This is an optimization exercise on Yosys and OpenROAD, whose aim is a short achievable clock period and few clock cycles, not a production implementation. The RTL was checked by simulation tests, not by an equivalence proof against the original design. Power and IR drop assume default switching activity.

## design/flow/design.v

```verilog
module catv_riscv #(
  parameter logic [31:0] BOOT_ADDR = 32'h0000_2000
) (
  input logic         clk_i,
  input logic         rst_ni,
  output logic [31:0] insn_addr_o,
  output logic        insn_valid_o,
  input logic         insn_ready_i,
  input logic [31:0]  insn_data_i,
  input logic         insn_rvalid_i,
  output logic [31:0] data_addr_o,
  output logic        data_wen_o,
  output logic [31:0] data_wdata_o,
  input logic         data_rvalid_i,
  input logic [31:0]  data_rdata_i,
  output logic [3:0]  data_strb_o,
  output logic        data_valid_o,
  input logic         data_ready_i,
  input logic [19:0]  hartid_i
);
  localparam int CAP = 4;  
  localparam int NBTB = 8;  
  logic [31:0] fpcx_q;        
  logic [31:0] fpo_q;         
  logic [31:0] fpc_n;
  logic        kill_pend_n;
  logic [31:0] fpc;
  logic        fvalid_q;
  logic        kill_pend_q;    
  logic [2:0]  oq_cnt_q;
  logic [3:0]  oq_iq_cnt_q;  
  logic [31:0] oq_pc_q   [0:CAP-1];
  logic [CAP-1:0] oq_kill_q;
  logic [CAP-1:0] oq_pred_q;  
  logic [2:0]  oq_bidx_q [0:CAP-1];
  logic [NBTB-1:0] btb_v_q;
  logic [29:0] btb_tag_q [0:NBTB-1];
  logic [29:0] btb_tgt_q [0:NBTB-1];
  logic [2:0]  btb_ptr_q;
  logic [2:0]  iq_cnt_q;
  logic [1:0]  iq_head_q, iq_tail_q;
  logic [31:0] iq_insn_q [0:CAP-1];
  logic [31:0] iq_pc_q   [0:CAP-1];
  logic [CAP-1:0] iq_pred_q;
  logic [2:0]  iq_bidx_q [0:CAP-1];
  logic        e_valid_q;
  logic        e_redir_done_q;
  logic [31:0] e_a_q, e_b_q, e_sdata_q, e_link_q;
  logic [4:0]  e_rd_q;
  logic        e_we_q, e_load_q, e_store_q, e_br_q, e_jal_q, e_jalr_q, e_pred_q, e_link_sel_q;
  logic [2:0]  e_f3_q;
  logic        e_ceq_q, e_clt_q, e_cltu_q, e_kx_q, e_npm_q;
  logic [31:0] e_pc_q;
  logic        e_bhit_q;
  logic [2:0]  e_bidx_q;
  logic        e_sub_q;
  logic        e_fn_add_q, e_fn_sll_q, e_fn_slt_q, e_fn_sltu_q, e_fn_xor_q,
               e_fn_srl_q, e_fn_or_q, e_fn_and_q, e_sra_q;
  logic        m_valid_q;
  logic [31:0] m_res_q, m_sdata_q;
  logic [31:0] m_addr_q;  
  logic [4:0]  m_rd_q;
  logic        m_we_q, m_load_q, m_req_q, m_wen_q;
  logic [3:0]  m_strb_q;
  logic [2:0]  m_f3_q;
  logic        w_valid_q;
  logic [31:0] w_res_q;
  logic [4:0]  w_rd_q;
  logic        w_we_q, w_load_q;
  logic [2:0]  w_f3_q;
  logic        wb_we_q;
  logic [4:0]  wb_rd_q;
  logic [31:0] wb_val_q;
  logic [31:0] regs [1:31];
  logic w_stall, m_block, adv;
  assign w_stall = w_valid_q & w_load_q & ~data_rvalid_i;
  assign m_block = m_req_q & ~data_ready_i;
  assign adv     = ~w_stall & ~m_block;  
  logic        resp, resp_keep0;
  assign resp       = insn_rvalid_i;
  assign resp_keep0 = resp & ~oq_kill_q[0];
  logic [31:0] ir, dpc;
  logic        d_valid, iq_empty, d_bpred;
  logic [2:0]  d_bidx;
  assign iq_empty = iq_cnt_q == 3'd0;
  assign ir       = iq_empty ? insn_data_i  : iq_insn_q[iq_head_q];
  assign dpc      = iq_empty ? oq_pc_q[0]   : iq_pc_q[iq_head_q];
  assign d_bpred  = iq_empty ? oq_pred_q[0] : iq_pred_q[iq_head_q];
  assign d_bidx   = iq_empty ? oq_bidx_q[0] : iq_bidx_q[iq_head_q];
  assign d_valid  = ~iq_empty | resp_keep0;
  logic [6:0] opc;
  logic [2:0] f3;
  logic [4:0] rs1, rs2, rd;
  assign opc = ir[6:0];
  assign f3  = ir[14:12];
  assign rs1 = ir[19:15];
  assign rs2 = ir[24:20];
  assign rd  = ir[11:7];
  logic is_lui, is_auipc, is_jal, is_jalr, is_br, is_load, is_store, is_opimm, is_op;
  assign is_lui   = opc == 7'b0110111;
  assign is_auipc = opc == 7'b0010111;
  assign is_jal   = opc == 7'b1101111;
  assign is_jalr  = opc == 7'b1100111 && f3 == 3'b000;
  assign is_br    = opc == 7'b1100011 && f3 != 3'b010 && f3 != 3'b011;
  assign is_load  = opc == 7'b0000011 && f3 != 3'b011 && f3 != 3'b110 && f3 != 3'b111;
  assign is_store = opc == 7'b0100011 && (f3 == 3'b000 || f3 == 3'b001 || f3 == 3'b010);
  assign is_opimm = opc == 7'b0010011 &&
                    (f3 != 3'b001 || ir[31:26] == 6'b000000) &&
                    (f3 != 3'b101 || ir[31:26] == 6'b000000 || ir[31:26] == 6'b010000);
  assign is_op    = opc == 7'b0110011 &&
                    (ir[31:25] == 7'b0000000 ||
                     (ir[31:25] == 7'b0100000 && (f3 == 3'b000 || f3 == 3'b101)));
  logic use_rs1, use_rs2, d_we;
  assign use_rs1 = (is_jalr | is_br | is_load | is_store | is_opimm | is_op) && rs1 != 5'd0;
  assign use_rs2 = (is_br | is_store | is_op) && rs2 != 5'd0;
  assign d_we    = (is_lui | is_auipc | is_jal | is_jalr | is_load | is_opimm | is_op) &&
                   rd != 5'd0;
  logic [31:0] i_imm, s_imm, b_imm, u_imm, j_imm;
  assign i_imm = {{20{ir[31]}}, ir[31:20]};
  assign s_imm = {{20{ir[31]}}, ir[31:25], ir[11:7]};
  assign b_imm = {{19{ir[31]}}, ir[31], ir[7], ir[30:25], ir[11:8], 1'b0};
  assign u_imm = {ir[31:12], 12'b0};
  assign j_imm = {{11{ir[31]}}, ir[31], ir[19:12], ir[20], ir[30:21], 1'b0};
  logic d_pred_static, d_pred;
  assign d_pred_static = is_jal | (is_br & ir[31]);
  assign d_pred        = d_bpred | d_pred_static;
  logic [31:0] d_imm, d_link, e_imm_q, e_btgt;
  assign d_imm  = is_jal ? j_imm : b_imm;
  assign d_link = dpc + 32'd4;
  logic [4:0]  e_pa_q, e_pb_q, e_ps_q;
  logic [31:0] ea, eb, esd, wb2_val_q;
  function automatic logic [31:0] fwd(input logic [4:0] p, input logic [31:0] r,
                                      input logic [31:0] m, input logic [31:0] w,
                                      input logic [31:0] wb, input logic [31:0] wb2);
    fwd = ({32{p[0]}} & r) | ({32{p[1]}} & m) | ({32{p[2]}} & w) |
          ({32{p[3]}} & wb) | ({32{p[4]}} & wb2);
  endfunction
  assign ea  = fwd(e_pa_q, e_a_q,     m_res_q, w_res_q, wb_val_q, wb2_val_q);
  assign eb  = fwd(e_pb_q, e_b_q,     m_res_q, w_res_q, wb_val_q, wb2_val_q);
  assign esd = fwd(e_ps_q, e_sdata_q, m_res_q, w_res_q, wb_val_q, wb2_val_q);
  logic [31:0] sum, sll_r, srl_r, alu_res, e_res;
  logic [32:0] srl_x;
  logic        eq, lt, ltu, taken;
  assign sum   = ea + (eb ^ {32{e_sub_q}}) + {31'b0, e_sub_q};
  assign sll_r = ea << eb[4:0];
  assign srl_x = $signed({e_sra_q & ea[31], ea}) >>> eb[4:0];
  assign srl_r = srl_x[31:0];
  assign eq    = ea == eb;
  assign lt    = $signed(ea) < $signed(eb);
  assign ltu   = ea < eb;
  assign alu_res = ({32{e_fn_add_q}}  & sum)
                 | ({32{e_fn_sll_q}}  & sll_r)
                 | ({32{e_fn_slt_q}}  & {31'b0, lt})
                 | ({32{e_fn_sltu_q}} & {31'b0, ltu})
                 | ({32{e_fn_xor_q}}  & (ea ^ eb))
                 | ({32{e_fn_srl_q}}  & srl_r)
                 | ({32{e_fn_or_q}}   & (ea | eb))
                 | ({32{e_fn_and_q}}  & (ea & eb));
  assign e_res = alu_res | ({32{e_link_sel_q}} & e_link_q);  
  always_comb begin
    unique case (e_f3_q)
      3'b000:  taken = eq;
      3'b001:  taken = ~eq;
      3'b100:  taken = lt;
      3'b101:  taken = ~lt;
      3'b110:  taken = ltu;
      default: taken = ~ltu;
    endcase
  end
  logic e_mispred, e_redir;
  logic [31:0] e_tgt;
  assign e_mispred = e_jalr_q | e_npm_q | (e_ceq_q & (eq ^ e_kx_q)) |
                     (e_clt_q & (lt ^ e_kx_q)) | (e_cltu_q & (ltu ^ e_kx_q));
  assign e_redir   = e_valid_q & ~e_redir_done_q & e_mispred;
  assign e_btgt    = e_pc_q + e_imm_q;
  assign e_tgt     = e_jalr_q ? {sum[31:1], 1'b0} : (e_pred_q ? e_link_q : e_btgt);
  logic [31:0] ld_val, w_val;
  always_comb begin
    unique case (w_f3_q[1:0])
      2'b00:   ld_val = {{24{~w_f3_q[2] & data_rdata_i[7]}},  data_rdata_i[7:0]};
      2'b01:   ld_val = {{16{~w_f3_q[2] & data_rdata_i[15]}}, data_rdata_i[15:0]};
      default: ld_val = data_rdata_i;
    endcase
  end
  assign w_val = w_load_q ? ld_val : w_res_q;
  logic m_hit1, w_hit1, wb_hit1, x_hit1, m_hit2, w_hit2, wb_hit2, x_hit2;
  assign m_hit1  = e_valid_q & e_we_q & (e_rd_q == rs1);
  assign w_hit1  = m_valid_q & m_we_q & (m_rd_q == rs1);
  assign wb_hit1 = w_valid_q & w_we_q & (w_rd_q == rs1);
  assign x_hit1  = wb_we_q & (wb_rd_q == rs1);
  assign m_hit2  = e_valid_q & e_we_q & (e_rd_q == rs2);
  assign w_hit2  = m_valid_q & m_we_q & (m_rd_q == rs2);
  assign wb_hit2 = w_valid_q & w_we_q & (w_rd_q == rs2);
  assign x_hit2  = wb_we_q & (wb_rd_q == rs2);
  logic [4:0] p1, p2;
  assign p1 = ~use_rs1 ? 5'b00001 : m_hit1 ? 5'b00010 : w_hit1 ? 5'b00100 :
              wb_hit1 ? 5'b01000 : x_hit1 ? 5'b10000 : 5'b00001;
  assign p2 = ~use_rs2 ? 5'b00001 : m_hit2 ? 5'b00010 : w_hit2 ? 5'b00100 :
              wb_hit2 ? 5'b01000 : x_hit2 ? 5'b10000 : 5'b00001;
  logic [31:0] rf1, rf2;
  always_comb begin
    rf1 = 32'b0;
    rf2 = 32'b0;
    for (int i = 1; i < 32; i++) begin
      rf1 = rf1 | ({32{rs1 == 5'(i)}} & regs[i]);
      rf2 = rf2 | ({32{rs2 == 5'(i)}} & regs[i]);
    end
  end
  logic hazard;
  assign hazard = ((m_hit1 | m_hit2) & e_load_q) | ((w_hit1 | w_hit2) & m_load_q);
  logic d_fire0, d_fire;
  assign d_fire0 = d_valid & ~hazard & adv;
  assign d_fire  = d_fire0 & ~e_redir;
  logic [31:0] d_a, d_b;
  logic [4:0]  d_pa, d_pb, d_ps;
  always_comb begin
    d_a  = rf1;
    d_pa = p1;
    if (is_lui)   d_a = 32'b0;
    if (is_auipc) d_a = dpc;
    d_b  = rf2;
    d_pb = p2;
    d_ps = p2;
    if (is_opimm | is_load | is_jalr) d_b = i_imm;
    if (is_store)                     d_b = s_imm;
    if (is_lui | is_auipc)            d_b = u_imm;
    if (!(is_op | is_br))             d_pb = 5'b00001;
    if (!is_store)                    d_ps = 5'b00001;
  end
  logic fn_add, fn_sll, fn_slt, fn_sltu, fn_xor, fn_srl, fn_or, fn_and, d_sub, d_sra;
  logic alu_f3;
  assign alu_f3  = is_opimm | is_op;
  assign fn_add  = (~alu_f3 & ~is_jal & ~is_jalr) | (alu_f3 & f3 == 3'b000);
  assign fn_sll  = alu_f3 & f3 == 3'b001;
  assign fn_slt  = alu_f3 & f3 == 3'b010;
  assign fn_sltu = alu_f3 & f3 == 3'b011;
  assign fn_xor  = alu_f3 & f3 == 3'b100;
  assign fn_srl  = alu_f3 & f3 == 3'b101;
  assign fn_or   = alu_f3 & f3 == 3'b110;
  assign fn_and  = alu_f3 & f3 == 3'b111;
  assign d_sub   = is_op & f3 == 3'b000 & ir[30];
  assign d_sra   = ir[30];
  logic [31:0] ain, apc;
  logic        a_jal, a_br, a_static, a_redir;
  assign ain      = insn_data_i;
  assign apc      = oq_pc_q[0];
  assign a_jal    = ain[6:0] == 7'b1101111;
  assign a_br     = ain[6:0] == 7'b1100011 && ain[14:13] != 2'b01;
  assign a_static = a_jal | (a_br & ain[31]);
  assign a_redir  = resp_keep0 & ~oq_pred_q[0] & a_static & ~e_redir;
  logic [13:0] a_blo;
  logic [21:0] a_jlo;
  logic [18:0] a_bup;
  logic [10:0] a_jup;
  logic [31:0] a_tgt;
  function automatic logic [21:0] add21(input logic [20:0] x, input logic [20:0] y);
    logic [20:0] g, p, gg, pp, g2, p2;
    g  = x & y;
    p  = x ^ y;
    gg = g;
    pp = p;
    for (int d = 1; d < 21; d = d * 2) begin
      g2 = gg;
      p2 = pp;
      for (int i = d; i < 21; i++) begin
        g2[i] = gg[i] | (pp[i] & gg[i-d]);
        p2[i] = pp[i] & pp[i-d];
      end
      gg = g2;
      pp = p2;
    end
    add21 = {gg[20], p ^ {gg[19:0], 1'b0}};
  endfunction
  logic [21:0] a_bsum;
  assign a_bsum = add21({8'b0, apc[12:0]},
                        {8'b0, ain[31], ain[7], ain[30:25], ain[11:8], 1'b0});
  assign a_blo  = a_bsum[13:0];
  assign a_jlo  = add21(apc[20:0], {ain[31], ain[19:12], ain[20], ain[30:21], 1'b0});
  assign a_bup = (ain[31] ^ a_blo[13]) ? (ain[31] ? apc[31:13] - 19'd1 : apc[31:13] + 19'd1)
                                       : apc[31:13];
  assign a_jup = (ain[31] ^ a_jlo[21]) ? (ain[31] ? apc[31:21] - 11'd1 : apc[31:21] + 11'd1)
                                       : apc[31:21];
  assign a_tgt = a_jal ? {a_jup, a_jlo[20:0]} : {a_bup, a_blo[12:0]};
  logic        acc, redir;
  logic [31:0] tgt;
  assign acc   = fvalid_q & insn_ready_i;
  assign redir = e_redir | a_redir;
  assign tgt   = e_redir ? e_tgt : a_tgt;
  assign fpc          = fpcx_q ^ BOOT_ADDR;
  assign insn_addr_o  = fpo_q;
  logic        f_hold;
  logic [31:0] fpc_a;
  assign f_hold = fvalid_q & ~insn_ready_i;  
  always_comb begin
    fpc_a = fpc;
    if (a_redir)                 fpc_a = a_tgt;
    else if (acc & ~kill_pend_q) fpc_a = btb_hit ? {btb_pred_tgt, 2'b00} : fpc + 32'd4;
    fpc_n = e_redir ? e_tgt : fpc_a;
    kill_pend_n = redir ? f_hold : (acc ? 1'b0 : kill_pend_q);
  end
  always_ff @(posedge clk_i) begin : fetch_port
    if (!f_hold) fpo_q <= fpc_n;  
  end : fetch_port
  assign insn_valid_o = fvalid_q;
  logic            btb_hit;
  logic [NBTB-1:0] btb_match;
  logic [29:0]     btb_pred_tgt;
  logic [2:0]      btb_hidx;
  always_comb begin
    btb_pred_tgt = '0;
    btb_hidx     = '0;
    for (int i = 0; i < NBTB; i++) begin
      btb_match[i] = btb_v_q[i] && btb_tag_q[i] == fpc[31:2];
      btb_pred_tgt = btb_pred_tgt | ({30{btb_match[i]}} & btb_tgt_q[i]);
      btb_hidx     = btb_hidx | ({3{btb_match[i]}} & 3'(i));
    end
    btb_hit = |btb_match;
  end
  logic e_taken_ctl, btb_ins_d, btb_del_d, btb_ins, btb_del;
  logic [2:0]  btb_uidx_q;
  logic [29:0] btb_upc_q, btb_utgt_q;
  assign e_taken_ctl = e_jal_q | (e_br_q & taken);
  assign btb_ins_d = e_valid_q & ~e_redir_done_q & e_taken_ctl & ~e_bhit_q;
  assign btb_del_d = e_valid_q & ~e_redir_done_q & e_bhit_q & ~e_taken_ctl;
  always_ff @(posedge clk_i, negedge rst_ni) begin : btb_upd
    if (!rst_ni) begin
      btb_ins <= 1'b0;
      btb_del <= 1'b0;
    end else begin
      btb_ins <= btb_ins_d;
      btb_del <= btb_del_d;
    end
  end : btb_upd
  always_ff @(posedge clk_i) begin : btb_upd_data
    btb_uidx_q <= e_bidx_q;
    btb_upc_q  <= e_pc_q[31:2];
    btb_utgt_q <= e_btgt[31:2];
  end : btb_upd_data
  always_ff @(posedge clk_i, negedge rst_ni) begin : btb_ctrl
    if (!rst_ni) begin
      btb_v_q   <= '0;
      btb_ptr_q <= '0;
    end else begin
      if (btb_ins) begin
        btb_v_q[btb_ptr_q] <= 1'b1;
        btb_ptr_q          <= btb_ptr_q + 3'd1;
      end else if (btb_del) begin
        btb_v_q[btb_uidx_q] <= 1'b0;
      end
    end
  end : btb_ctrl
  always_ff @(posedge clk_i) begin : btb_data
    if (btb_ins) begin
      btb_tag_q[btb_ptr_q] <= btb_upc_q;
      btb_tgt_q[btb_ptr_q] <= btb_utgt_q;
    end
  end : btb_data
  logic [2:0] oq_cnt_d, iq_cnt_d;
  always_comb begin
    oq_cnt_d = oq_cnt_q + {2'b0, acc} - {2'b0, resp};
    if (e_redir)      iq_cnt_d = 3'd0;
    else if (d_fire0) iq_cnt_d = iq_cnt_q + {2'b0, resp_keep0} - 3'd1;
    else              iq_cnt_d = iq_cnt_q + {2'b0, resp_keep0};
  end
  always_ff @(posedge clk_i, negedge rst_ni) begin : fetch
    if (!rst_ni) begin
      fpcx_q      <= '0;
      fvalid_q    <= 1'b0;
      oq_iq_cnt_q <= 4'd0;
      kill_pend_q <= 1'b0;
      oq_cnt_q    <= 3'd0;
      oq_kill_q   <= '0;
      oq_pred_q   <= '0;
      iq_pred_q   <= '0;
      iq_cnt_q    <= 3'd0;
      iq_head_q   <= 2'd0;
      iq_tail_q   <= 2'd0;
    end else begin
      fvalid_q <= (fvalid_q & ~insn_ready_i) | (oq_iq_cnt_q + {3'b0, acc} < CAP);
      if (e_redir)       oq_iq_cnt_q <= {1'b0, oq_cnt_d};
      else if (d_fire0)  oq_iq_cnt_q <= {1'b0, oq_cnt_d} + {1'b0, iq_cnt_q} +
                                        {3'b0, resp_keep0} - 4'd1;
      else               oq_iq_cnt_q <= {1'b0, oq_cnt_d} + {1'b0, iq_cnt_q} +
                                        {3'b0, resp_keep0};
      fpcx_q      <= fpc_n ^ BOOT_ADDR;
      kill_pend_q <= kill_pend_n;
      oq_cnt_q <= oq_cnt_d;
      for (int i = 0; i < CAP; i++) begin
        logic [2:0] n;
        logic       k;
        n = resp ? oq_cnt_q - 3'd1 : oq_cnt_q;  
        if (resp) k = (i < CAP - 1) ? oq_kill_q[i+1] : 1'b0;
        else      k = oq_kill_q[i];
        if (acc && n == 3'(i)) k = redir | kill_pend_q;
        if (redir) k = 1'b1;
        oq_kill_q[i] <= k;
        if (resp) oq_pred_q[i] <= (i < CAP - 1) ? oq_pred_q[i+1] : 1'b0;
        if (acc && n == 3'(i)) oq_pred_q[i] <= btb_hit & ~kill_pend_q;
      end
      iq_cnt_q <= iq_cnt_d;
      if (e_redir) begin
        iq_head_q <= iq_tail_q;
      end else begin
        if (resp_keep0 & ~(iq_empty & d_fire0)) iq_tail_q <= iq_tail_q + 2'd1;
        if (~iq_empty & d_fire0)                iq_head_q <= iq_head_q + 2'd1;
      end
      if (resp) iq_pred_q[iq_tail_q] <= oq_pred_q[0];
    end
  end : fetch
  always_ff @(posedge clk_i) begin : fetch_data
    for (int i = 0; i < CAP; i++) begin
      logic [2:0] n;
      n = resp ? oq_cnt_q - 3'd1 : oq_cnt_q;
      if (resp) begin
        oq_pc_q[i]   <= (i < CAP - 1) ? oq_pc_q[i+1] : fpo_q;
        oq_bidx_q[i] <= (i < CAP - 1) ? oq_bidx_q[i+1] : btb_hidx;
      end
      if (acc && n == 3'(i)) begin
        oq_pc_q[i]   <= fpo_q;
        oq_bidx_q[i] <= btb_hidx;
      end
    end
    if (resp) begin
      iq_insn_q[iq_tail_q] <= insn_data_i;
      iq_pc_q[iq_tail_q]   <= oq_pc_q[0];
      iq_bidx_q[iq_tail_q] <= oq_bidx_q[0];
    end
  end : fetch_data
  always_ff @(posedge clk_i, negedge rst_ni) begin : pipe_ctrl
    if (!rst_ni) begin
      e_valid_q      <= 1'b0;
      e_redir_done_q <= 1'b0;
      e_we_q         <= 1'b0;
      e_load_q       <= 1'b0;
      e_store_q      <= 1'b0;
      e_br_q         <= 1'b0;
      e_jalr_q       <= 1'b0;
      e_jal_q        <= 1'b0;
      e_pred_q       <= 1'b0;
      e_ceq_q        <= 1'b0;
      e_clt_q        <= 1'b0;
      e_cltu_q       <= 1'b0;
      e_kx_q         <= 1'b0;
      e_npm_q        <= 1'b0;
      e_bhit_q       <= 1'b0;
      e_rd_q         <= 5'd0;
      m_valid_q      <= 1'b0;
      m_we_q         <= 1'b0;
      m_load_q       <= 1'b0;
      m_req_q        <= 1'b0;
      m_rd_q         <= 5'd0;
      w_valid_q      <= 1'b0;
      w_we_q         <= 1'b0;
      w_load_q       <= 1'b0;
      w_rd_q         <= 5'd0;
      wb_we_q        <= 1'b0;
      wb_rd_q        <= 5'd0;
    end else begin
      if (adv) begin
        e_valid_q      <= d_fire;
        e_redir_done_q <= 1'b0;
        e_we_q         <= d_fire0 & d_we;
        e_load_q       <= d_fire0 & is_load;
        e_store_q      <= d_fire0 & is_store;
        e_br_q         <= d_fire0 & is_br;
        e_jalr_q       <= d_fire0 & is_jalr;
        e_jal_q        <= d_fire0 & is_jal;
        e_pred_q       <= d_fire0 & d_pred;
        e_ceq_q        <= d_fire0 & is_br & (f3[2:1] == 2'b00);
        e_clt_q        <= d_fire0 & is_br & (f3[2:1] == 2'b10);
        e_cltu_q       <= d_fire0 & is_br & (f3[2:1] == 2'b11);
        e_kx_q         <= f3[0] ^ d_pred;
        e_npm_q        <= d_fire0 & d_pred & ~is_br & ~is_jal;
        e_bhit_q       <= d_fire0 & d_bpred;
        e_rd_q         <= rd;
      end else if (e_redir) begin
        e_redir_done_q <= 1'b1;
      end
      if (adv) begin
        m_valid_q <= e_valid_q;
        m_we_q    <= e_valid_q & e_we_q;
        m_load_q  <= e_valid_q & e_load_q;
        m_req_q   <= e_valid_q & (e_load_q | e_store_q);
        m_rd_q    <= e_rd_q;
      end else if (data_ready_i) begin
        m_req_q   <= 1'b0;
      end
      if (!w_stall) begin
        w_valid_q <= m_valid_q & ~m_block;
        w_we_q    <= m_we_q & ~m_block;
        w_load_q  <= m_load_q & ~m_block;
        w_rd_q    <= m_rd_q;
      end
      wb_we_q <= w_valid_q & w_we_q & ~w_stall;
      wb_rd_q <= w_rd_q;
    end
  end : pipe_ctrl
  always_ff @(posedge clk_i) begin : pipe_data
    if (adv) begin
      e_a_q        <= d_a;
      e_b_q        <= d_b;
      e_sdata_q    <= rf2;
      e_pa_q       <= d_pa;
      e_pb_q       <= d_pb;
      e_ps_q       <= d_ps;
      e_link_q     <= d_link;
      e_imm_q      <= d_imm;
      e_pc_q       <= dpc;
      e_bidx_q     <= d_bidx;
      e_f3_q       <= f3;
      e_sub_q      <= d_sub;
      e_sra_q      <= d_sra;
      e_link_sel_q <= is_jal | is_jalr;
      e_fn_add_q   <= fn_add;
      e_fn_sll_q   <= fn_sll;
      e_fn_slt_q   <= fn_slt;
      e_fn_sltu_q  <= fn_sltu;
      e_fn_xor_q   <= fn_xor;
      e_fn_srl_q   <= fn_srl;
      e_fn_or_q    <= fn_or;
      e_fn_and_q   <= fn_and;
      m_res_q   <= e_res;
      m_addr_q  <= sum;
      m_sdata_q <= esd;
      m_wen_q   <= e_store_q;
      m_f3_q    <= e_f3_q;
      m_strb_q  <= e_f3_q[1] ? 4'b1111 : (e_f3_q[0] ? 4'b0011 : 4'b0001);
    end
    if (!w_stall) begin
      w_res_q <= m_res_q;
      w_f3_q  <= m_f3_q;
    end
    wb_val_q  <= w_val;
    wb2_val_q <= wb_val_q;
    if (!adv) begin
      e_a_q     <= ea;
      e_b_q     <= eb;
      e_sdata_q <= esd;
      e_pa_q    <= 5'b00001;
      e_pb_q    <= 5'b00001;
      e_ps_q    <= 5'b00001;
    end
  end : pipe_data
  assign data_addr_o  = m_addr_q;
  assign data_wdata_o = m_sdata_q;
  assign data_wen_o   = m_wen_q;
  assign data_strb_o  = m_strb_q;
  assign data_valid_o = m_req_q;
  always_ff @(posedge clk_i, negedge rst_ni) begin : gpr
    if (!rst_ni) begin
      for (int i = 1; i < 32; i++) regs[i] <= 32'b0;
    end else begin
      if (wb_we_q) regs[wb_rd_q] <= wb_val_q;
    end
  end : gpr
endmodule  
```

## design/flow/flow/run.sh

```bash
#!/bin/bash
set -euo pipefail
MARGIN=${MARGIN:-8.5}
sed -e "s/SETUP_SLACK_MARGIN=[0-9.]*/SETUP_SLACK_MARGIN=${MARGIN}/" standard.sh > standard_margin.sh
grep -q "SETUP_SLACK_MARGIN=${MARGIN}" standard_margin.sh
bash standard_margin.sh > make.log 2>&1
```

## design/flow/standard.sh

```bash
#!/bin/bash
# synth_recipe.tcl (not shown) runs the flow's synth.tcl, then flattens the netlist and writes it again
# the make line also repeats each setting of config.mk as NAME=value (left out here)
make -C /OpenROAD-flow-scripts/flow DESIGN_CONFIG=/design/flow/config.mk WORK_HOME=/design/flow/orfs CLKGATE_MAP_FILE= SYNTH_SCRIPT=/design/flow/synth_recipe.tcl "${@:-finish}"
```

## design/flow/config.mk

```make
export PLATFORM = sky130hd
export DESIGN_NAME = catv_riscv
export DESIGN_NICKNAME = catv_riscv
export VERILOG_FILES = /design/flow/design.v
export SDC_FILE = /design/flow/constraint.sdc
export NUM_CORES = 4
export LEC_CHECK = 0
export ABC_CLOCK_PERIOD_IN_PS = 2500
export CAP_MARGIN = 35
export CELL_PAD_IN_SITES_DETAIL_PLACEMENT = 1
export CORE_MARGIN = 2
export CORE_UTILIZATION = 35
export PLACE_DENSITY = 0.5
export SETUP_SLACK_MARGIN = 5
export SLEW_MARGIN = 35
```

## design/flow/constraint.sdc

```tcl
create_clock -name core_clock -period 12.5 [get_ports {clk_i}]
set_input_delay 2.5000 -clock core_clock [delete_from_list [all_inputs] [get_ports {clk_i}]]
set_output_delay 2.5000 -clock core_clock [all_outputs]
set_load 0.01 [all_outputs]
```

==> results of run 1 <==
-- synthesized netlist by cell type, drive strengths merged, types with 54 or more instances --
cell	count	share of area
nand3	215	0.0089
a222oi	252	0.021
a211oi	64	0.0040
nor4	57	0.0031
o21ai	224	0.0093
mux2i	163	0.014
ha	224	0.023
xnor2	370	0.027
o211ai	54	0.0034
edfxtp	1155	0.29
buf	271	0.011
a31oi	100	0.0052
a22o	145	0.011
xor2	80	0.0058
clkbuf	480	0.015
mux2	1067	0.099
nor2	381	0.012
a221oi	133	0.0097
nand2	1025	0.032
a22oi	615	0.038
a21o	65	0.0040
dfxtp	238	0.039
dfrtp	1108	0.23
nor3	70	0.0029
a21oi	331	0.014
mux4	67	0.012
inv	164	0.0051
nand4	260	0.013
-- sequential cells by signal (all words and copies together), names as in the netlist, 128 cells and up --
| register | flops |
|---|---|
| regs | 992 |
| oq_pc_q | 128 |
| iq_insn_q | 128 |
| btb_tag_q | 240 |
| iq_pc_q | 128 |
| btb_tgt_q | 240 |
-- area by class of cell --
class	count	area, um2
diodes	67	168
clock buffers	392	8160
clock inverters	129	1290
fillers	35001	187000
inverters	167	746
multi-input cells	6592	56600
flip-flops and latches	2501	67300
well taps	4557	5700
repair buffers	1407	16600
repair inverters	1	8.76
-- power by group through the flow --
stage	combinational, uW	sequential (uW)	clock, uW
global placement	11500	12400	0
CTS	14800	12200	8700
detailed placement	11800	12400	0
finish	16700	12300	8690
global route	16800	12400	9030
floorplan	6490	11300	0
-- routing by layer --
metal,global-route usage,vias to the layer above,part of all wire
met5,0.00974,-,0.0013
met4,0.295,36,0.10
met3,0.131,3033,0.13
met2,0.535,8460,0.42
met1,0.430,54264,0.35
li1,-,40361,-
-- worst paths after layout --
| kind | to | depth (start not counted) | start |
|---|---|---|---|
| min in group asynchronous | regs[8][21] | 1 | rst_ni |
| max in group asynchronous | iq_head_q[1] | 5 | rst_ni |
| hold reg to reg | btb_upc_q[3] | 0 | e_pc_q[5] |
| hold / removal | btb_upc_q[3] | 0 | e_pc_q[5] |
| setup / recovery | fpo_q[28] | 23 | e_pb_q[1] |
| setup reg to reg | fpo_q[28] | 23 | e_pb_q[1] |
-- through the flow --
step	util	power (uW)	area (um2)
2_1_floorplan	-	17800	123000
6_report	0.456	37700	157000
4_1_cts	0.443	35700	152000
3_5_place_dp	0.379	24200	130000
3_3_place_gp	0.378	23900	130000
5_1_grt	0.456	38200	156000
-- cells by family after synthesis --
group | count (synthesis)
other cells | 1
flops | 2501
buf+inv | 918
fa+ha+maj | 233
simple gates | 2312
compound gates | 2288
xor+xnor | 450
mux | 1297
-- repair_timing --
action | 4_1_cts | 5_1_grt
buffers inserted | 636 | 205
resized for setup | 1738 | 432
pin swaps | 402 | 344
cloned | 67 | 19
setup endpoints to repair | 1102 | 773
==> results.txt, run 1 <==
Final Slew Violations=0; syn_area_per_cell=12.1 um2; period utilization=0.392; f_max=just over 200 MHz; post-DR wirelength/cell=approximately 42 um; critical path's top delay family=buffers and inverters; DR vias/cell=between 6 and 7; WP data arrival=5.55 ns; largest net degree at the start of global routing=161; Post-DRT Antenna Nets=0; vias in the first global route=103733; initial antenna violation count=80; Final #Nets=approximately 11000; H-tree levels=5; mux contribution to synthesized area=0.126; critical path's largest stage delay=0.57 ns; CP most frequent cell=buf_6; internal power=21400 uW; Initial Util=0.352; DRC Markers=0; Worst-path clk slew=0.06 ns; RD Place Congestion=0.991; PortBufs=171; CTS Buffer Depth=4; status=finished clean; CP required=13.15 ns; row cnt=215; crit start category=register; placed cell count=~14000; Worst Setup Slack, final=approximately 7.6 ns; CTS tree=built; First-pass DRT Iterations=13; Die ar.=350000 um2; total CTS buffers=288; ys flop type=edfxtp_1; fraction of the mapped netlist area in compound gates=0.140; pwr/cell area=between 200 and 250 nW/um2; Worst-Margin Slew=1.11 ns; RSZ-0062 raised after global routing=yes; Hold-fix buffers, CTS=0; Seq cells post-synth=about 2500; Max FO, Critical Path=7; # setup viols final=0; max_cap viols=0; switching pwr=16300 uW; Setup Skew=0.0990 ns; register area share after synthesis=0.556; GRT overflow=0; Die W=591 um; XOR/XNOR share of the synthesized area=0.0326; commonest non-fill, non-tap cell in the layout=edfxtp_1; Clk network pwr share=0.231; Setup CP Type=register to register; GRT Resource Usage Total=0.365; first-pass GRT wire length=884000 um; overall die height=591 um; clk sinks=between 2000 and 3000; Cell variety after synth=108; crit end category=register; YS warnings=4; Final min period=4.90 ns; commonest cells after routing, fill and taps aside=edfxtp_1, dfrtp_1, mux2_2; combinational power share=0.443; Post-synth ARST share=0.443; WHS=0.390 ns; Sw Ratio=0.432; sequential share of power=0.326; DP Worst Slack=between 5 and 6 ns; # IOs=193; Detailed Place HPWL=between 300000 and 400000 um; Clock Latency Late Sink=1.00 ns; Buf/Inv on CP=9; root buf cell=clkbuf_16; Syn Std Cell Area=121000 um2; synthesis-to-finish area growth=29.6%; HP Class=register to register; Core Box Area=roughly 340000 um2; initial DRC count=17202; Routed Wire Length=669000 um; main combinational cell family by area after synthesis=compound AO/OA/AOI/OAI gates; VDD IR-drop max=0.179 mV; slowest CP cell=or4_4; count of final hold-check violations=0; Post-Synth Adder-Cell Area=0.0247; synthesized netlist cell count=10000; relative slew slack=0.262; P_leak=approximately 0.064 uW; Syn Nets=10323; reg2reg setup slack=7.60 ns; share of cells above drive strength 1=0.352; crit-path cells=buf_12, buf_6, buf_6, nand2_1, nand4_1, buf_6, inv_8, buf_12, xnor2_2, ha_4, a211oi_4, o21bai_4, and4_4, o211ai_1, buf_4, buf_6, a21bo_4, nand2_4, a2111o_1, nand2_2, nor3_1, buf_4, or4_4; simple-gate share of the synthesized area=0.0894; total number of vias=approximately 110k; final setup TNS=0 ns; Post-synth EDFFs=1155; Layout Cells excl Fill=15813
Testbench counts, summed over its fixed seeds: cycles 112,634.
==> inputs of run 2 (changes only) <==
--- a/design/flow/design.v
+++ b/design/flow/design.v
@@ -138,16 +138,38 @@
   assign ea  = fwd(e_pa_q, e_a_q,     m_res_q, w_res_q, wb_val_q, wb2_val_q);
   assign eb  = fwd(e_pb_q, e_b_q,     m_res_q, w_res_q, wb_val_q, wb2_val_q);
   assign esd = fwd(e_ps_q, e_sdata_q, m_res_q, w_res_q, wb_val_q, wb2_val_q);
+  function automatic logic [32:0] add32(input logic [31:0] x, input logic [31:0] y,
+                                        input logic cin);
+    logic [31:0] g, p, gg, pp, g2, p2;
+    g    = x & y;
+    p    = x ^ y;
+    gg   = g;
+    gg[0] = g[0] | (p[0] & cin);
+    pp   = p;
+    for (int d = 1; d < 32; d = d * 2) begin
+      g2 = gg;
+      p2 = pp;
+      for (int i = d; i < 32; i++) begin
+        g2[i] = gg[i] | (pp[i] & gg[i-d]);
+        p2[i] = pp[i] & pp[i-d];
+      end
+      gg = g2;
+      pp = p2;
+    end
+    add32 = {gg[31], p ^ {gg[30:0], cin}};
+  endfunction
   logic [31:0] sum, sll_r, srl_r, alu_res, e_res;
   logic [32:0] srl_x;
+  logic [32:0] diff;
   logic        eq, lt, ltu, taken;
-  assign sum   = ea + (eb ^ {32{e_sub_q}}) + {31'b0, e_sub_q};
+  assign sum   = add32(ea, eb ^ {32{e_sub_q}}, e_sub_q);
+  assign diff  = add32(ea, ~eb, 1'b1);  
   assign sll_r = ea << eb[4:0];
   assign srl_x = $signed({e_sra_q & ea[31], ea}) >>> eb[4:0];
   assign srl_r = srl_x[31:0];
   assign eq    = ea == eb;
-  assign lt    = $signed(ea) < $signed(eb);
-  assign ltu   = ea < eb;
+  assign ltu   = ~diff[32];
+  assign lt    = (ea[31] ^ eb[31]) ? ea[31] : diff[31];
   assign alu_res = ({32{e_fn_add_q}}  & sum)
                  | ({32{e_fn_sll_q}}  & sll_r)
                  | ({32{e_fn_slt_q}}  & {31'b0, lt})
@@ -156,7 +178,7 @@
                  | ({32{e_fn_srl_q}}  & srl_r)
                  | ({32{e_fn_or_q}}   & (ea | eb))
                  | ({32{e_fn_and_q}}  & (ea & eb));
-  assign e_res = alu_res | ({32{e_link_sel_q}} & e_link_q);  
+  assign e_res = e_link_sel_q ? e_link_q : alu_res;
   always_comb begin
     unique case (e_f3_q)
       3'b000:  taken = eq;
@@ -230,7 +252,7 @@
   logic fn_add, fn_sll, fn_slt, fn_sltu, fn_xor, fn_srl, fn_or, fn_and, d_sub, d_sra;
   logic alu_f3;
   assign alu_f3  = is_opimm | is_op;
-  assign fn_add  = (~alu_f3 & ~is_jal & ~is_jalr) | (alu_f3 & f3 == 3'b000);
+  assign fn_add  = ~alu_f3 | f3 == 3'b000;
   assign fn_sll  = alu_f3 & f3 == 3'b001;
   assign fn_slt  = alu_f3 & f3 == 3'b010;
   assign fn_sltu = alu_f3 & f3 == 3'b011;
@@ -520,7 +542,7 @@
       e_fn_or_q    <= fn_or;
       e_fn_and_q   <= fn_and;
       m_res_q   <= e_res;
-      m_addr_q  <= sum;
+      if (e_valid_q & (e_load_q | e_store_q)) m_addr_q <= sum;
       m_sdata_q <= esd;
       m_wen_q   <= e_store_q;
       m_f3_q    <= e_f3_q;
==> run 2 against run 1 <==
Against the previous run: still clean on timing, DRC and antenna; area after synthesis rose by 0.31%; design area rose by 1.1%; register-to-register slack got worse by 1.0 ns; setup slack got worse by 1.0 ns; die area rose by 0.30%; power rose by 1.2%; clock power rose by 1%; sequential share of layout area fell by 0.51 points; first-iteration DRC count fell by 1.7%; critical path type unchanged.
==> results.txt, run 2 <==
CTS tree=built (unchanged); Post-DRT Antenna Nets=0 (unchanged); Detailed Place HPWL=382000 um (was 379000 um); CP most frequent cell=buf_6 (unchanged); commonest cells after routing, fill and taps aside=edfxtp_1, mux2_2, dfrtp_1 (was edfxtp_1, dfrtp_1, mux2_2); P_leak=0.0643 uW (was 0.0638 uW); Biggest register=regs (unchanged); Seq cells post-synth=2501 (unchanged); total CTS buffers=291 (was 288); count of final hold-check violations=0 (unchanged); largest cells by area after synthesis=edfxtp_1, dfrtp_1, mux2_2 (unchanged); Setup Skew=0.0652 ns (was 0.0990 ns); first-pass GRT wire length=901000 um (was 884000 um); Setup crit start=m_res_q[4] (was e_pb_q[1]); Cell variety after synth=117 (was 108); Post-synth EDFFs=1155 (unchanged); dominant cell type by area after synthesis=edfxtp_1 (unchanged); Die W=592 um (was 591 um); Die ar.=351000 um2 (was 350000 um2); simple-gate share of the synthesized area=0.0796 (was 0.0894); mux contribution to synthesized area=0.135 (was 0.126); post-DR wirelength/cell=43.3 um (was 42.3 um); overall die height=592 um (was 591 um); Syn Std Cell Area=121000 um2 (about the same); root buf cell=clkbuf_16 (unchanged); WHS=0.336 ns (was 0.390 ns); pwr/cell area=241 nW/um2 (about the same); clk sinks=2501 (unchanged); Layout Cells excl Fill=15760 (was 15813); DRC Markers=0 (unchanged); Final min period=5.91 ns (was 4.90 ns); share of cells above drive strength 1=0.370 (was 0.352); Clock Latency Late Sink=0.98 ns (was 1.00 ns); final setup TNS=0 ns (unchanged); PortBufs=171 (unchanged); crit start category=register (unchanged); largest net degree at the start of global routing=173 (was 161); RSZ-0062 raised after global routing=yes (unchanged); row cnt=216 (was 215); Post-synth ARST share=0.443 (unchanged); initial DRC count=16910 (was 17202); fraction of the mapped netlist area in compound gates=0.142 (was 0.140); Worst-Margin Slew=1.16 ns (was 1.11 ns); Sequential Area=67300 um2 (about the same); WP data arrival=6.57 ns (was 5.55 ns); placed cell count=14167 (was 14292); synthesis-to-finish area growth=30.6% (was 29.6%); CP required=13.16 ns (was 13.15 ns); Final Slew Violations=0 (unchanged); Worst-path clk slew=0.08 ns (was 0.06 ns); HP Class=register to register (unchanged); YS warnings=4 (unchanged); register area share after synthesis=0.554 (was 0.556); Synth top cells by count=edfxtp_1, mux2_2, dfrtp_1 (was edfxtp_1, dfrtp_1, mux2_2); largest registers=regs (992), btb_tag_q (240), btb_tgt_q (240) (unchanged); status=finished clean (unchanged); slowest CP cell=edfxtp_1 (was or4_4); critical path's largest stage delay=0.52 ns (was 0.57 ns); Syn Nets=10150 (was 10323); f_max=169 MHz (was 204 MHz); Initial Util=0.351 (was 0.352); CTS Buffer Depth=4 (unchanged); Core Box Area=345000 um2 (was 343000 um2); max_cap viols=0 (unchanged); max FFs per register=992 (unchanged); initial antenna violation count=87 (was 80); Final #Nets=11212 (was 11281); GRT overflow=0 (unchanged); Post-Synth Adder-Cell Area=0.0248 (was 0.0247); # IOs=193 (unchanged); XOR/XNOR share of the synthesized area=0.0332 (was 0.0326); multi-input logic area=57000 um2 (was 56600 um2); crit end category=register (unchanged); synthesized netlist cell count=9826 (was 10000); area fraction of the dominant cell type after synthesis=0.286 (was 0.287); total number of vias=106736 (was 106154); ys flop type=edfxtp_1 (unchanged); GRT Resource Usage Total=0.372 (was 0.365); Max FO, Critical Path=5 (was 7); main combinational cell family by area after synthesis=compound AO/OA/AOI/OAI gates (unchanged); H-tree levels=5 (unchanged); Filler cells=34798 (was 35001); relative slew slack=0.219 (was 0.262); hold_sp=e_bidx_q[0] (was e_pc_q[5]); RD Place Congestion=0.955 (was 0.991); commonest non-fill, non-tap cell in the layout=edfxtp_1 (unchanged); Reg-to-Reg Start=m_res_q[4] (was e_pb_q[1]); Routed Wire Length=682000 um (was 669000 um); Setup CP Type=register to register (unchanged); Buf/Inv on CP=36 (was 9); most frequent cell after synthesis=edfxtp_1 (unchanged); VDD IR-drop max=0.208 mV (was 0.179 mV); syn_area_per_cell=12.3 um2 (was 12.1 um2); DR vias/cell=6.77 (was 6.71); critical path's top delay family=buffers and inverters (unchanged); period utilization=0.472 (was 0.392); vias in the first global route=104085 (was 103733); First-pass DRT Iterations=13 (unchanged); # setup viols final=0 (unchanged)
-- run 2: changes by cell type in the layout (fill, tap and decap cells not counted), moves of 60 or more --
cell     before   now
xnor2_1     351   261
a22oi_1     566   506
xor2_1       69   172
mux2_2     1020  1115
nand2_1     952   712
buf_6       201   312
-- run 2: cell families (layout without fill, tap and decap cells) --
logic type,count (synthesis),in the layout
AO/OA/AOI/OAI,2309,2309
XOR/XNOR,459,459
adder cells (fa/ha/maj),234,234
buffers and inverters,913,2194
flip-flops,2501,2501
multiplexers,1390,1390
other,1,61
AND/OR/NAND/NOR,2019,2034
-- run 2: area by class of cell --
cell class	instances	share of cell area
Tap cell	4578	0.0362
Multi-Input combinational cell	6427	0.360
Sequential cell	2501	0.425
Antenna cell	60	0.000949
Clock inverter	117	0.00825
Timing Repair inverter	3	0.000158
Inverter	175	0.00467
Clock buffer	410	0.0523
Timing Repair Buffer	1489	0.112
-- run 2: through the flow --
step | area [um2] | utilization | total power (uW) | worst slack (ns)
global route | 158000 | 0.458 | 38600 | 6.68
CTS | 154000 | 0.445 | 36200 | 6.94
floorplan | 124000 | - | 18100 | 7.30
finish | 158000 | 0.458 | 38100 | 6.59
global placement | 130000 | 0.377 | 24400 | 4.99
detailed placement | 131000 | 0.379 | 24800 | 5.10
-- run 2: report_power, final --
group	internal [uW]	switching (uW)	total (uW)
logic	5880	11000	16900
clock network	5050	3780	8820
registers	10500	1900	12400
total	21400	16700	38100
-- run 2: worst paths after layout --
path,slack (ns),cells after the start,to
setup / recovery,6.59,40,m_res_q[9]
hold / removal,0.34,0,btb_uidx_q[0]
setup reg to reg,6.59,40,m_res_q[9]
hold reg to reg,0.34,0,btb_uidx_q[0]
max in group asynchronous,8.68,5,iq_head_q[1]
min in group asynchronous,1.47,1,regs[25][21]
-- run 2: metal layers --
metal	GRT usage	share of wire	vias to the layer above
li1	-	-	40159
met1	0.430	0.35	54350
met2	0.540	0.42	8843
met3	0.145	0.13	3334
met4	0.317	0.10	50
met5	0.0152	0.0016	-
-- run 2: timing repair --
item	in CTS	in global routing
hold buffers	0	0
setup buffers	671	233
gates resized for setup	1783	412
setup endpoints to repair	1171	641
gates cloned	85	12
pin swaps	427	325
Testbench counts of run 2, summed over its fixed seeds: cycles 112,634.
==> inputs of run 3 (changes only) <==
--- a/design/flow/design.v
+++ b/design/flow/design.v
@@ -49,7 +49,7 @@
   logic [4:0]  e_rd_q;
   logic        e_we_q, e_load_q, e_store_q, e_br_q, e_jal_q, e_jalr_q, e_pred_q, e_link_sel_q;
   logic [2:0]  e_f3_q;
-  logic        e_ceq_q, e_clt_q, e_cltu_q, e_kx_q, e_npm_q;
+  logic        e_ceq_q, e_clt_q, e_cltu_q, e_kx_q, e_npm_q, e_jnp_q;
   logic [31:0] e_pc_q;
   logic        e_bhit_q;
   logic [2:0]  e_bidx_q;
@@ -122,7 +122,11 @@
   assign u_imm = {ir[31:12], 12'b0};
   assign j_imm = {{11{ir[31]}}, ir[31], ir[19:12], ir[20], ir[30:21], 1'b0};
   logic d_pred_static, d_pred;
-  assign d_pred_static = is_jal | (is_br & ir[31]);
+  logic d_bshort, d_jshort;
+  assign d_bshort = &{ir[31], ir[7], ir[30:28]} | ~|{ir[31], ir[7], ir[30:28]};
+  assign d_jshort = &{ir[31], ir[19:12], ir[20], ir[30:28]} |
+                    ~|{ir[31], ir[19:12], ir[20], ir[30:28]};
+  assign d_pred_static = (is_jal & d_jshort) | (is_br & ir[31] & d_bshort);
   assign d_pred        = d_bpred | d_pred_static;
   logic [31:0] d_imm, d_link, e_imm_q, e_btgt;
   assign d_imm  = is_jal ? j_imm : b_imm;
@@ -138,38 +142,16 @@
   assign ea  = fwd(e_pa_q, e_a_q,     m_res_q, w_res_q, wb_val_q, wb2_val_q);
   assign eb  = fwd(e_pb_q, e_b_q,     m_res_q, w_res_q, wb_val_q, wb2_val_q);
   assign esd = fwd(e_ps_q, e_sdata_q, m_res_q, w_res_q, wb_val_q, wb2_val_q);
-  function automatic logic [32:0] add32(input logic [31:0] x, input logic [31:0] y,
-                                        input logic cin);
-    logic [31:0] g, p, gg, pp, g2, p2;
-    g    = x & y;
-    p    = x ^ y;
-    gg   = g;
-    gg[0] = g[0] | (p[0] & cin);
-    pp   = p;
-    for (int d = 1; d < 32; d = d * 2) begin
-      g2 = gg;
-      p2 = pp;
-      for (int i = d; i < 32; i++) begin
-        g2[i] = gg[i] | (pp[i] & gg[i-d]);
-        p2[i] = pp[i] & pp[i-d];
-      end
-      gg = g2;
-      pp = p2;
-    end
-    add32 = {gg[31], p ^ {gg[30:0], cin}};
-  endfunction
   logic [31:0] sum, sll_r, srl_r, alu_res, e_res;
   logic [32:0] srl_x;
-  logic [32:0] diff;
   logic        eq, lt, ltu, taken;
-  assign sum   = add32(ea, eb ^ {32{e_sub_q}}, e_sub_q);
-  assign diff  = add32(ea, ~eb, 1'b1);  
+  assign sum   = ea + (eb ^ {32{e_sub_q}}) + {31'b0, e_sub_q};
   assign sll_r = ea << eb[4:0];
   assign srl_x = $signed({e_sra_q & ea[31], ea}) >>> eb[4:0];
   assign srl_r = srl_x[31:0];
   assign eq    = ea == eb;
-  assign ltu   = ~diff[32];
-  assign lt    = (ea[31] ^ eb[31]) ? ea[31] : diff[31];
+  assign lt    = $signed(ea) < $signed(eb);
+  assign ltu   = ea < eb;
   assign alu_res = ({32{e_fn_add_q}}  & sum)
                  | ({32{e_fn_sll_q}}  & sll_r)
                  | ({32{e_fn_slt_q}}  & {31'b0, lt})
@@ -178,7 +160,7 @@
                  | ({32{e_fn_srl_q}}  & srl_r)
                  | ({32{e_fn_or_q}}   & (ea | eb))
                  | ({32{e_fn_and_q}}  & (ea & eb));
-  assign e_res = e_link_sel_q ? e_link_q : alu_res;
+  assign e_res = alu_res | ({32{e_link_sel_q}} & e_link_q);  
   always_comb begin
     unique case (e_f3_q)
       3'b000:  taken = eq;
@@ -191,7 +173,7 @@
   end
   logic e_mispred, e_redir;
   logic [31:0] e_tgt;
-  assign e_mispred = e_jalr_q | e_npm_q | (e_ceq_q & (eq ^ e_kx_q)) |
+  assign e_mispred = e_jalr_q | e_npm_q | e_jnp_q | (e_ceq_q & (eq ^ e_kx_q)) |
                      (e_clt_q & (lt ^ e_kx_q)) | (e_cltu_q & (ltu ^ e_kx_q));
   assign e_redir   = e_valid_q & ~e_redir_done_q & e_mispred;
   assign e_btgt    = e_pc_q + e_imm_q;
@@ -252,7 +234,7 @@
   logic fn_add, fn_sll, fn_slt, fn_sltu, fn_xor, fn_srl, fn_or, fn_and, d_sub, d_sra;
   logic alu_f3;
   assign alu_f3  = is_opimm | is_op;
-  assign fn_add  = ~alu_f3 | f3 == 3'b000;
+  assign fn_add  = (~alu_f3 & ~is_jal & ~is_jalr) | (alu_f3 & f3 == 3'b000);
   assign fn_sll  = alu_f3 & f3 == 3'b001;
   assign fn_slt  = alu_f3 & f3 == 3'b010;
   assign fn_sltu = alu_f3 & f3 == 3'b011;
@@ -268,41 +250,22 @@
   assign apc      = oq_pc_q[0];
   assign a_jal    = ain[6:0] == 7'b1101111;
   assign a_br     = ain[6:0] == 7'b1100011 && ain[14:13] != 2'b01;
-  assign a_static = a_jal | (a_br & ain[31]);
+  logic a_bshort, a_jshort;
+  assign a_bshort = &{ain[31], ain[7], ain[30:28]} | ~|{ain[31], ain[7], ain[30:28]};
+  assign a_jshort = &{ain[31], ain[19:12], ain[20], ain[30:28]} |
+                    ~|{ain[31], ain[19:12], ain[20], ain[30:28]};
+  assign a_static = (a_jal & a_jshort) | (a_br & ain[31] & a_bshort);
   assign a_redir  = resp_keep0 & ~oq_pred_q[0] & a_static & ~e_redir;
-  logic [13:0] a_blo;
-  logic [21:0] a_jlo;
-  logic [18:0] a_bup;
-  logic [10:0] a_jup;
+  logic [8:0]  a_jlo, a_blo;
+  logic [23:0] a_upm, a_upp, a_jup, a_bup;
   logic [31:0] a_tgt;
-  function automatic logic [21:0] add21(input logic [20:0] x, input logic [20:0] y);
-    logic [20:0] g, p, gg, pp, g2, p2;
-    g  = x & y;
-    p  = x ^ y;
-    gg = g;
-    pp = p;
-    for (int d = 1; d < 21; d = d * 2) begin
-      g2 = gg;
-      p2 = pp;
-      for (int i = d; i < 21; i++) begin
-        g2[i] = gg[i] | (pp[i] & gg[i-d]);
-        p2[i] = pp[i] & pp[i-d];
-      end
-      gg = g2;
-      pp = p2;
-    end
-    add21 = {gg[20], p ^ {gg[19:0], 1'b0}};
-  endfunction
-  logic [21:0] a_bsum;
-  assign a_bsum = add21({8'b0, apc[12:0]},
-                        {8'b0, ain[31], ain[7], ain[30:25], ain[11:8], 1'b0});
-  assign a_blo  = a_bsum[13:0];
-  assign a_jlo  = add21(apc[20:0], {ain[31], ain[19:12], ain[20], ain[30:21], 1'b0});
-  assign a_bup = (ain[31] ^ a_blo[13]) ? (ain[31] ? apc[31:13] - 19'd1 : apc[31:13] + 19'd1)
-                                       : apc[31:13];
-  assign a_jup = (ain[31] ^ a_jlo[21]) ? (ain[31] ? apc[31:21] - 11'd1 : apc[31:21] + 11'd1)
-                                       : apc[31:21];
-  assign a_tgt = a_jal ? {a_jup, a_jlo[20:0]} : {a_bup, a_blo[12:0]};
+  assign a_jlo = {1'b0, apc[7:0]} + {1'b0, ain[27:21], 1'b0};
+  assign a_blo = {1'b0, apc[7:0]} + {1'b0, ain[27:25], ain[11:8], 1'b0};
+  assign a_upm = apc[31:8] - 24'd1;
+  assign a_upp = apc[31:8] + 24'd1;
+  assign a_jup = (ain[31] ^ a_jlo[8]) ? (ain[31] ? a_upm : a_upp) : apc[31:8];
+  assign a_bup = (ain[31] ^ a_blo[8]) ? (ain[31] ? a_upm : a_upp) : apc[31:8];
+  assign a_tgt = a_jal ? {a_jup, a_jlo[7:0]} : {a_bup, a_blo[7:0]};
   logic        acc, redir;
   logic [31:0] tgt;
   assign acc   = fvalid_q & insn_ready_i;
@@ -464,6 +427,7 @@
       e_cltu_q       <= 1'b0;
       e_kx_q         <= 1'b0;
       e_npm_q        <= 1'b0;
+      e_jnp_q        <= 1'b0;
       e_bhit_q       <= 1'b0;
       e_rd_q         <= 5'd0;
       m_valid_q      <= 1'b0;
@@ -493,6 +457,7 @@
         e_cltu_q       <= d_fire0 & is_br & (f3[2:1] == 2'b11);
         e_kx_q         <= f3[0] ^ d_pred;
         e_npm_q        <= d_fire0 & d_pred & ~is_br & ~is_jal;
+        e_jnp_q        <= d_fire0 & ~d_pred & is_jal;
         e_bhit_q       <= d_fire0 & d_bpred;
         e_rd_q         <= rd;
       end else if (e_redir) begin
@@ -542,7 +507,7 @@
       e_fn_or_q    <= fn_or;
       e_fn_and_q   <= fn_and;
       m_res_q   <= e_res;
-      if (e_valid_q & (e_load_q | e_store_q)) m_addr_q <= sum;
+      m_addr_q  <= sum;
       m_sdata_q <= esd;
       m_wen_q   <= e_store_q;
       m_f3_q    <= e_f3_q;
==> run 3 against run 2 <==
Against the previous run: still clean on timing, DRC and antenna; setup slack better by 1.1 ns; largest cell class unchanged; synthesized cell count down 1.8%; via count down 1.4%; cell count down 0.70%; core utilization up 0.70 points; count of clock-buffer cells in the layout down 6; area after synthesis down 0.83%; die area down 0.83%; sequential power about the same.
==> results.txt, run 3 <==
pwr/cell area=244 nW/um2 (was 241 nW/um2); critical path's top delay family=simple AND/OR/NAND/NOR gates (was buffers and inverters); commonest cells after routing, fill and taps aside=edfxtp_1, dfrtp_1, mux2_2 (was edfxtp_1, mux2_2, dfrtp_1); HP Class=register to register (unchanged); status=finished clean (unchanged); P_leak=0.0650 uW (was 0.0643 uW); PortBufs=171 (unchanged); # IOs=193 (unchanged); synthesized netlist cell count=9653 (was 9826); # setup viols final=0 (unchanged); Post-synth ARST share=0.443 (about the same); most frequent cell after synthesis=edfxtp_1 (unchanged); first-pass GRT wire length=887000 um (was 901000 um); crit start category=register (unchanged); clk sinks=2502 (was 2501); CP required=13.33 ns (was 13.16 ns); ys flop type=edfxtp_1 (unchanged); Detailed Place HPWL=380000 um (was 382000 um); root buf cell=clkbuf_16 (unchanged); CTS tree=built (unchanged); DR vias/cell=6.73 (was 6.77); Final min period=4.83 ns (was 5.91 ns); Clock Latency Late Sink=0.99 ns (was 0.98 ns); YS warnings=4 (unchanged); initial antenna violation count=85 (was 87); register area share after synthesis=0.559 (was 0.554); RSZ-0062 raised after global routing=yes (unchanged); Buf/Inv on CP=7 (was 36); total number of vias=105283 (was 106736); WHS=0.351 ns (was 0.336 ns); Worst-path clk slew=0.06 ns (was 0.08 ns); area fraction of the dominant cell type after synthesis=0.289 (was 0.286); H-tree levels=5 (unchanged); Cell variety after synth=103 (was 117); largest registers=regs (992), btb_tag_q (240), btb_tgt_q (240) (unchanged); share of cells above drive strength 1=0.387 (was 0.370); largest net degree at the start of global routing=144 (was 173); Max FO, Critical Path=6 (was 5); dominant cell type by area after synthesis=edfxtp_1 (unchanged); Syn Nets=9966 (was 10150); synthesis-to-finish area growth=32.6% (was 30.6%); post-DR wirelength/cell=43.1 um (was 43.3 um); max_cap viols=0 (unchanged); Layout Cells excl Fill=15649 (was 15760); Final #Nets=11139 (was 11212); Core Box Area=342000 um2 (was 345000 um2); DRC Markers=0 (unchanged); Final Slew Violations=0 (unchanged); Post-synth EDFFs=1155 (unchanged); Seq cells post-synth=2502 (was 2501); overall die height=590 um (was 592 um); RD Place Congestion=0.962 (was 0.955); Routed Wire Length=674000 um (was 682000 um); Setup CP Type=register to register (unchanged); count of final hold-check violations=0 (unchanged); WP data arrival=5.65 ns (was 6.57 ns); total power=38900 uW (was 38100 uW); total CTS buffers=289 (was 291); Post-DRT Antenna Nets=0 (unchanged); max FFs per register=992 (unchanged); Hold-fix buffers, CTS=0 (unchanged); Initial Util=0.351 (about the same); period utilization=0.386 (was 0.472); Setup Skew=0.124 ns (was 0.0652 ns); syn_area_per_cell=12.4 um2 (was 12.3 um2); row cnt=215 (was 216); placed cell count=14014 (was 14167); crit-path cells=buf_12, buf_4, a22oi_1, nand4_1, buf_4, ha_1, nor4_4, and4_4, and4_4, xor2_4, a2111oi_4, o41ai_2, o21ai_2, buf_4, buf_8, nand3_4, buf_6, a211o_1, nand4_1, buf_6; final setup TNS=0 ns (unchanged); critical path's largest stage delay=0.39 ns (was 0.52 ns); vias in the first global route=103242 (was 104085); CP most frequent cell=buf_4 (was buf_6); largest cells by area after synthesis=edfxtp_1, dfrtp_1, mux2_2 (unchanged); Synth top cells by count=edfxtp_1, mux2_2, dfrtp_1 (unchanged); CTS Buffer Depth=4 (unchanged); Biggest register=regs (unchanged); relative slew slack=0.238 (was 0.219); Worst-Margin Slew=1.13 ns (was 1.16 ns); Die ar.=348000 um2 (was 351000 um2); Syn Std Cell Area=120000 um2 (was 121000 um2); First-pass DRT Iterations=10 (was 13); initial DRC count=15865 (was 16910); GRT Resource Usage Total=0.368 (was 0.372); commonest non-fill, non-tap cell in the layout=edfxtp_1 (unchanged); Die W=590 um (was 592 um); crit end category=register (unchanged); f_max=207 MHz (was 169 MHz); GRT overflow=0 (unchanged); VDD IR-drop max=0.184 mV (was 0.208 mV); slowest CP cell=a2111oi_4 (was edfxtp_1)
[run 3: metal layers]
metal  part of all wire  GRT usage
met5             0.0018    0.00520
met4               0.10      0.308
met3               0.12      0.126
met2               0.42      0.539
met1               0.35      0.434
[run 3: through the flow]
stage	utilization	cell area, um2	worst slack [ns]
4_1_cts	0.450	154000	7.93
2_1_floorplan	-	123000	7.52
5_1_grt	0.465	159000	7.68
6_report	0.465	159000	7.67
3_5_place_dp	0.380	130000	5.43
3_3_place_gp	0.379	130000	5.30
[run 3: cells by family after synthesis]
kind of cell / after synthesis / synth area share
buf+inv: 895 / 0.0304
compound gates: 2303 / 0.144
fa+ha+maj: 223 / 0.0237
other cells: 1 / 0.0000312
mux: 1346 / 0.131
simple gates: 1942 / 0.0790
flops: 2502 / 0.559
xor+xnor: 441 / 0.0321
[run 3: worst paths after layout]
check	end	slack (ns)	depth (start not counted)	from
worst max-delay path	fpo_q[27]	7.67	20	e_pb_q[2]
worst min-delay path	btb_upc_q[1]	0.35	0	e_pc_q[3]
worst max register to register	fpo_q[27]	7.67	20	e_pb_q[2]
worst min register to register	btb_upc_q[1]	0.35	0	e_pc_q[3]
max in group asynchronous	regs[22][25]	8.86	3	rst_ni
min in group asynchronous	btb_ptr_q[2]	1.45	1	rst_ni
[run 3: cell type report]
class                      instances  area, um2
antenna                           38       95.1
clock buffer                     404       8110
tap                             4557       5700
timing repair inverter             1       8.76
sequential                      2502      67300
clock inverter                   115       1290
inverter                         175        721
multi-input combinational       6268      57300
timing repair buffer            1589      18800
fill                           34363     183000
[run 3: repair_timing]
action                                  in CTS  in global routing
buffers inserted                           715                260
cloned                                      81                 20
gates resized for setup                   1941                486
endpoints found under the setup margin     777                555
pin swaps                                  402                385
[run 3: power by group]
group	switching [uW]	internal (uW)	total, uW
Clock	3770	4970	8740
Combinational	11400	6610	18000
Sequential	1690	10500	12200
Testbench counts of run 3, summed over its fixed seeds: cycles 112,634.

re-timing with driven ports:
How much do the figures lean on ideal ports? The routed layouts below were timed once more, with nothing changed but the port constraints.
Step 1 sets driving cells, clkbuf_16 on the clock port and buf_2 on the other inputs (assumed; they add their load-dependent delay and slew).
Step 2 adds t to the input delays and takes it off the output delays; t is the mean of the earliest and latest rising clock arrival at the registers after step 1. Input paths then give back, and output paths get back, about the clock's delay inside the block.
a / b / c = no drivers / after step 1 / after step 2; a / b = the first two.
run | shift t [ns] | setup WS [ns] | pins driven straight from the clock port
run 1 | 1.079 | 7.597 / 7.587 / 6.508 | 1
run 2 | 1.063 | 6.595 / 6.595 / 6.098 | 1
run 3 | 1.031 | 7.672 / 7.672 / 6.830 | 1
After both steps setup and hold are still met in every run listed. The setup slack of run 1, which loses most, moves by -0.010 ns with the drivers and by -1.089 ns with both steps.
